Source: an optimization exercise on an open RTL-to-GDS flow (aim: small area, a short achievable clock period and few clock cycles). Production flows keep margins and buffers that such runs may drop. At most, simulation tests tie the RTL to the original design; equivalence was not proved. Power is estimated from default activity; no workload was simulated.

main:
Design gemm_controller, start of the top module:
module gemm_controller #(
  parameter int MAX_ELEMS = 16384,
  parameter mp_types::prec_e PREC = mp_types::PREC_INT8
)(
  input  logic        clk,
  input  logic        rstn,
  input  logic        start,
  input  logic [15:0] M, K, Ncols,
  output logic        done,
  output logic [$clog2(MAX_ELEMS)-1:0] addr_A,
  input  logic [31:0]                  data_A,
  output logic [$clog2(MAX_ELEMS)-1:0] addr_B,
  input  logic [31:0]                  data_B,
  output logic [$clog2(MAX_ELEMS)-1:0] addr_C,
  output logic [31:0]                  data_C,
  output logic                         we_C
);
export LEC_CHECK = 0
export CAP_MARGIN = 20
export CORE_MARGIN = 2
export CORE_UTILIZATION = 40
export CTS_BUF_LIST = sky130_fd_sc_hd__clkbuf_4
export CTS_CLUSTER_DIAMETER = 40
export CTS_CLUSTER_SIZE = 10
export PLACE_DENSITY = 0.6
export SETUP_SLACK_MARGIN = 5
export SLEW_MARGIN = 20
create_clock -name core_clock -period 8.0 [get_ports {clk}]
standard.sh (not shown) runs the stock make flow with config.mk's settings and CLKGATE_MAP_FILE= SYNTH_SCRIPT=/design/flow/synth_recipe.tcl, a recipe that flattens the netlist after the stock synthesis.
==> flow/flow/run.sh <==
#!/bin/bash
set -euo pipefail
bash standard.sh BUFFER_PORTS_ARGS="-buffer_cell sky130_fd_sc_hd__buf_1" SETUP_SLACK_MARGIN=5.2 finish > standard_flow.log 2>&1
The following lists how the feature branch was set up differently from main:
==> flow/flow/run.sh <==
#!/bin/bash
set -euo pipefail
bash standard.sh BUFFER_PORTS_ARGS="-buffer_cell sky130_fd_sc_hd__buf_1" finish > standard_flow.log 2>&1
==> run notes <==
Summary: with main as the reference, count of clock-buffer cells in the layout in the feature branch moved down by a few percent. Taking main as the reference point, the non-clock buffer count of the feature branch falls by 68. The wire length of the first global-routing pass of the feature branch falls short of that of main by 1300 µm. Diff main..the feature branch | adder and majority gate portion of the synthesized area | unchanged. Required time reported for the critical path endpoint down 0.09 ns in the feature branch wrt main. For main, the most frequent standard cell in the layout excluding fill and tap cells was nand2_1, unlike the feature branch, where it was dfxtp_1.
No functional check of the RTL was part of any run of this note.

* * *

gemm_controller, a different RTL version from the one above (not shown whole).
Size: ~1,200 cells after synthesis, ~230 flip-flops, about 190 I/O pins, about 12,000 sq um of cells after synthesis.
clock: 8.0 ns
lec_check: 0
cap_margin: 20
core_margin: 2
core_utilization: 40
cts_buf_list: sky130_fd_sc_hd__clkbuf_8
cts_cluster_diameter: 40
cts_cluster_size: 10
gpl_routability_driven: 0
place_density: 0.6
setup_slack_margin: 5
slew_margin: 20
tns_end_percent: 30
==> flow/flow/run.sh <==
#!/bin/bash
set -euo pipefail
bash standard.sh BUFFER_PORTS_ARGS="-buffer_cell sky130_fd_sc_hd__buf_1" finish > standard_flow.log 2>&1
The baseline went through all stages and came out clean.
Testbench counts at the start, summed over its fixed seeds: cycles 75,253.
Next try:
CORE_UTILIZATION = 50   (was 40)
GPL_ROUTABILITY_DRIVEN = unset   (was 0)
PLACE_DENSITY = 0.65   (was 0.6)
After rerunning:
- die area went down by 20%
- fmax falls by about 0.64%
- sequential cell count stays the same
- final cell count shrinks by about 4.3%
- wire length fell by 5.2%
- sequential power hardly moves
- critical path depth is lower by 1
- core utilization rose by 11 points
Next try:
CORE_UTILIZATION = 40   (was 50)
CTS_BUF_LIST = sky130_fd_sc_hd__clkbuf_4   (was sky130_fd_sc_hd__clkbuf_8)
CTS_CLUSTER_DIAMETER = 30   (was 40)
CTS_CLUSTER_SIZE = 8   (was 10)
PLACE_DENSITY = 0.6   (was 0.65)
After rerunning: Setup slack gets worse by 69 ps; clock power goes up by a quarter to a third; global-route usage goes down by 3.2 points; worst hold slack gets worse by 11 ps; via count goes up slightly; sequential cell count does not change; utilization goes down by 9.8 points; first-iteration DRC count goes down by roughly a tenth; combinational power goes up by a few percent.
Next try:
CTS_CLUSTER_DIAMETER = 40   (was 30)
CTS_CLUSTER_SIZE = 10   (was 8)
TNS_END_PERCENT = unset   (was 30)
The changed run finished clean.
Area after synthesis stays the same.
First-iteration DRC count decreases slightly.
Synthesized cell count stays the same.
Global-route usage decreases by 0.71 points.

* * *

gemm_controller, a different RTL version from the one above (not shown whole).
Size: about 1700 cells after synthesis, about 190 I/O pins.
Settings: LEC_CHECK=0, ABC_AREA=1, CAP_MARGIN=20, CORE_MARGIN=2, CORE_UTILIZATION=40, CTS_BUF_LIST=sky130_fd_sc_hd__clkbuf_4, CTS_CLUSTER_DIAMETER=40, CTS_CLUSTER_SIZE=10, PLACE_DENSITY=0.6, SETUP_SLACK_MARGIN=5, SLEW_MARGIN=20; clock period 8.0 ns.
Scripts as last shown in full above: flow/flow/run.sh
The first run finished with timing, DRC and antenna clean.
Testbench counts at the start, summed over its fixed seeds: cycles 75,253.
Change:
--- a/flow/config.mk
+++ b/flow/config.mk
@@ -10,7 +10,7 @@
 export CORE_MARGIN = 2
-export CORE_UTILIZATION = 40
+export CORE_UTILIZATION = 55
 export CTS_BUF_LIST = sky130_fd_sc_hd__clkbuf_4
-export CTS_CLUSTER_DIAMETER = 40
-export CTS_CLUSTER_SIZE = 10
-export PLACE_DENSITY = 0.6
+export CTS_CLUSTER_DIAMETER = 30
+export CTS_CLUSTER_SIZE = 8
+export PLACE_DENSITY = 0.7
 export SETUP_SLACK_MARGIN = 5
Outcome: Die area came out lower by 27%. Clock power came out higher by about 20%. Sequential share of layout area came out lower by 0.10 points. Clock-buffer cell count came out higher by 5. Cell count came out lower by 4.8%. Utilization came out higher by 18 points. Setup slack is better by 0.045 ns.
Change:
--- a/flow/config.mk
+++ b/flow/config.mk
@@ -7,10 +7,9 @@
 export LEC_CHECK = 0
-export ABC_AREA = 1
 export CAP_MARGIN = 20
 export CORE_MARGIN = 2
-export CORE_UTILIZATION = 55
+export CORE_UTILIZATION = 40
 export CTS_BUF_LIST = sky130_fd_sc_hd__clkbuf_4
-export CTS_CLUSTER_DIAMETER = 30
-export CTS_CLUSTER_SIZE = 8
-export PLACE_DENSITY = 0.7
+export CTS_CLUSTER_DIAMETER = 40
+export CTS_CLUSTER_SIZE = 10
+export PLACE_DENSITY = 0.6
 export SETUP_SLACK_MARGIN = 5
Cell count shrinks by 16%.
Critical path depth came out higher by 12.
Wire length fell by 13%.
Non-clock buffer count increases by 22.
Total power goes down by 6.9%.
Via count falls by 19%.
Clock skew barely changes.
Die area went up by 26%.
Sequential share of layout area grows by 2.2 points.
Global-route usage shrinks by 7.8 points.

* * *

## willow
gemm_controller, a different RTL version from the one above (not shown whole).
Size in the first run: ~1,300 cells after synthesis, about 190 I/O pins, ~12,000 µm² of cells after synthesis.
==> flow/design.v (excerpt) <==
module gemm_controller #(
  parameter int MAX_ELEMS = 16384,
  parameter mp_types::prec_e PREC = mp_types::PREC_INT8
)(
  input  logic        clk,
  input  logic        rstn,
  input  logic        start,
  input  logic [15:0] M, K, Ncols,
  output logic        done,
  output logic [$clog2(MAX_ELEMS)-1:0] addr_A,
  input  logic [31:0]                  data_A,
  output logic [$clog2(MAX_ELEMS)-1:0] addr_B,
  input  logic [31:0]                  data_B,
  output logic [$clog2(MAX_ELEMS)-1:0] addr_C,
  output logic [31:0]                  data_C,
  output logic                         we_C
);
make LEC_CHECK=0 CAP_MARGIN=20 CORE_MARGIN=2 CORE_UTILIZATION=40 PLACE_DENSITY=0.6 SLEW_MARGIN=20 finish   # period 8.0 ns
run.sh (not shown) runs the stock make flow with config.mk's settings and CLKGATE_MAP_FILE= SYNTH_SCRIPT=/design/flow/synth_recipe.tcl, a recipe that flattens the netlist after the stock synthesis.
Stock flow here: none of the scripts above is used.
willow: no failed stages, no open violations at the end
[inputs] yarrow vs willow
-- flow/config.mk --
<<< willow, line 10
export CORE_UTILIZATION = 40
export PLACE_DENSITY = 0.6
export SLEW_MARGIN = 20
>>> yarrow, line 10
export CORE_UTILIZATION = 40
export PLACE_DENSITY = 0.6
export SETUP_SLACK_MARGIN = 5
export SLEW_MARGIN = 20
--- outcome ---
NOTE: signed area change from the synthesized netlist to the final layout in yarrow exceeds that of willow
On combinational group share of total power: between willow and yarrow, it ends up lower for willow.
In the reports for willow and yarrow, the smaller clock skew belongs to willow.
Compared with willow, yarrow shows total power higher by about 13%.
Max freq willow -> yarrow: improved
For the fraction of standard cell area in multi-input logic, yarrow came in 0.72 points higher than willow did.
yarrow reached the final stage; the timing, DRC and antenna checks on its layout passed.
yarrow — via count about 3.2% higher, willow as reference
Via count of the first global-routing pass up 367 in yarrow wrt willow
The final reports for yarrow and willow show final area higher in the former.
Routability-driven placement congestion ratio (yarrow over willow): decrease, 0.57%
No run of this note included a check of the RTL's function; only the layout flow was run.

* * *

alpha:
gemm_controller, a different RTL version from the one above (not shown whole).
For scale: ~1,300 cells after synthesis, about 12,000 sq um of cells after synthesis.
Settings: LEC_CHECK=0, CAP_MARGIN=20, CORE_MARGIN=2, CORE_UTILIZATION=40, PLACE_DENSITY=0.6, SETUP_SLACK_MARGIN=5, SLEW_MARGIN=20; clock period 8.0 ns.
standard.sh (not shown) runs the stock make flow with config.mk's settings and CLKGATE_MAP_FILE= SYNTH_SCRIPT=/design/flow/synth_recipe.tcl, a recipe that flattens the netlist after the stock synthesis.
Scripts as last shown in full above: flow/flow/run.sh
For beta, these inputs were changed with respect to alpha:
Settings: a change of SETUP_SLACK_MARGIN from 5 to 4.
==> flow/run.sh (new file) <==
#!/bin/bash
# synth_recipe.tcl (not shown) runs the flow's synth.tcl, then flattens the netlist and writes it again
# the make line also repeats each setting of config.mk as NAME=value (left out here)
make -C /OpenROAD-flow-scripts/flow DESIGN_CONFIG=/design/flow/config.mk WORK_HOME=/design/flow/orfs CLKGATE_MAP_FILE= SYNTH_SCRIPT=/design/flow/synth_recipe.tcl finish
removed: flow/flow/run.sh
removed: flow/standard.sh
==> run notes <==
Cell count of the worst reg-to-reg path: beta vs alpha — no meaningful difference
Between beta and alpha, the clock network latency to the later pin of the worst-skew pair figures differ only marginally.
Count of nets after finishing: beta < alpha
Minimum setup slack in the final design was higher in alpha than in beta.
#### Input delta (gamma over beta)
Settings: a change of SETUP_SLACK_MARGIN from 4 to 5.
Results
gamma vs beta: worst-case setup margin in the final layout up
Going from beta to gamma, clock tree cell share of total cell area shrank by 0.67 points, count of pins over their slew limit held steady, relative area change from synthesis to final layout grew by 8.8 points, core utilization grew by 3.6 points, final-layout fill cell count shrank by 61.
Non-clock buffer count up 59 in gamma wrt beta
gamma consumes more power than beta does.
For the delay of the slowest cell on the worst path, gamma came in 0.41 ns lower than beta did.
Routed wire in gamma totals more than in beta.
Total of cells resized after clock tree synthesis on gamma is up relative to beta.
Function was not checked in any run of this note: the RTL went through the layout flow alone.

[static timing again, ports no longer ideal]
In the flow no input, the clock included, has a driving cell. The finished layouts below were timed again as built, in two steps. Step 1 assumes that a clkbuf_16 drives the clock port and a buf_2 every other input. Step 2 also shifts input and output timing later by t, the mid clock arrival at the registers, as if the neighbouring blocks saw the same clock. a / b / c = no drivers / after step 1 / after step 2; a / b = the first two.
run | t, ns | setup WS [ns] | worst hold slack (ns) | slew at the worst register clock pin (ns)
main | 0.697 | 5.111 / 5.111 / 4.855 | 0.333 / 0.333 / 0.333 | 0.12 / 0.12
the feature branch | 0.668 | 5.036 / 5.036 / 4.871 | 0.326 / 0.326 / 0.326 | 0.11 / 0.11
the first run of note 2 | 0.575 | 5.113 / 5.113 / 4.864 | 0.323 / 0.323 / 0.323 | 0.08 / 0.08
the second run of note 2 | 0.561 | 5.095 / 5.095 / 4.931 | 0.327 / 0.327 / 0.327 | 0.07 / 0.07
the third run of note 2 | 0.703 | 5.026 / 4.983 / 4.856 | 0.316 / 0.316 / 0.316 | 0.09 / 0.09
the fourth run of note 2 | 0.656 | 5.068 / 5.058 / 4.859 | 0.329 / 0.329 / 0.329 | 0.11 / 0.11
the first run of note 3 | 0.715 | 5.076 / 5.035 / 4.898 | 0.331 / 0.331 / 0.331 | 0.11 / 0.11
the second run of note 3 | 0.680 | 5.122 / 5.083 / 4.893 | 0.325 / 0.325 / 0.325 | 0.09 / 0.09
the third run of note 3 | 0.691 | 5.008 / 5.008 / 4.696 | 0.326 / 0.326 / 0.326 | 0.10 / 0.10
willow | 0.478 | 3.065 / 3.088 / 2.610 | 0.328 / 0.328 / 0.328 | 0.08 / 0.08
yarrow | 0.485 | 4.180 / 4.182 / 3.696 | 0.325 / 0.325 / 0.325 | 0.08 / 0.08
alpha | 0.568 | 4.715 / 4.715 / 4.715 | 0.316 / 0.316 / 0.316 | 0.06 / 0.06
beta | 0.556 | 4.219 / 4.173 / 4.222 | 0.325 / 0.325 / 0.325 | 0.07 / 0.07
gamma | 0.565 | 4.701 / 4.701 / 4.677 | 0.320 / 0.320 / 0.320 | 0.06 / 0.06
After both steps every run listed still meets setup and hold. For yarrow, which loses most, drivers alone change the setup slack by +0.002 ns; drivers and shift together by -0.484 ns.
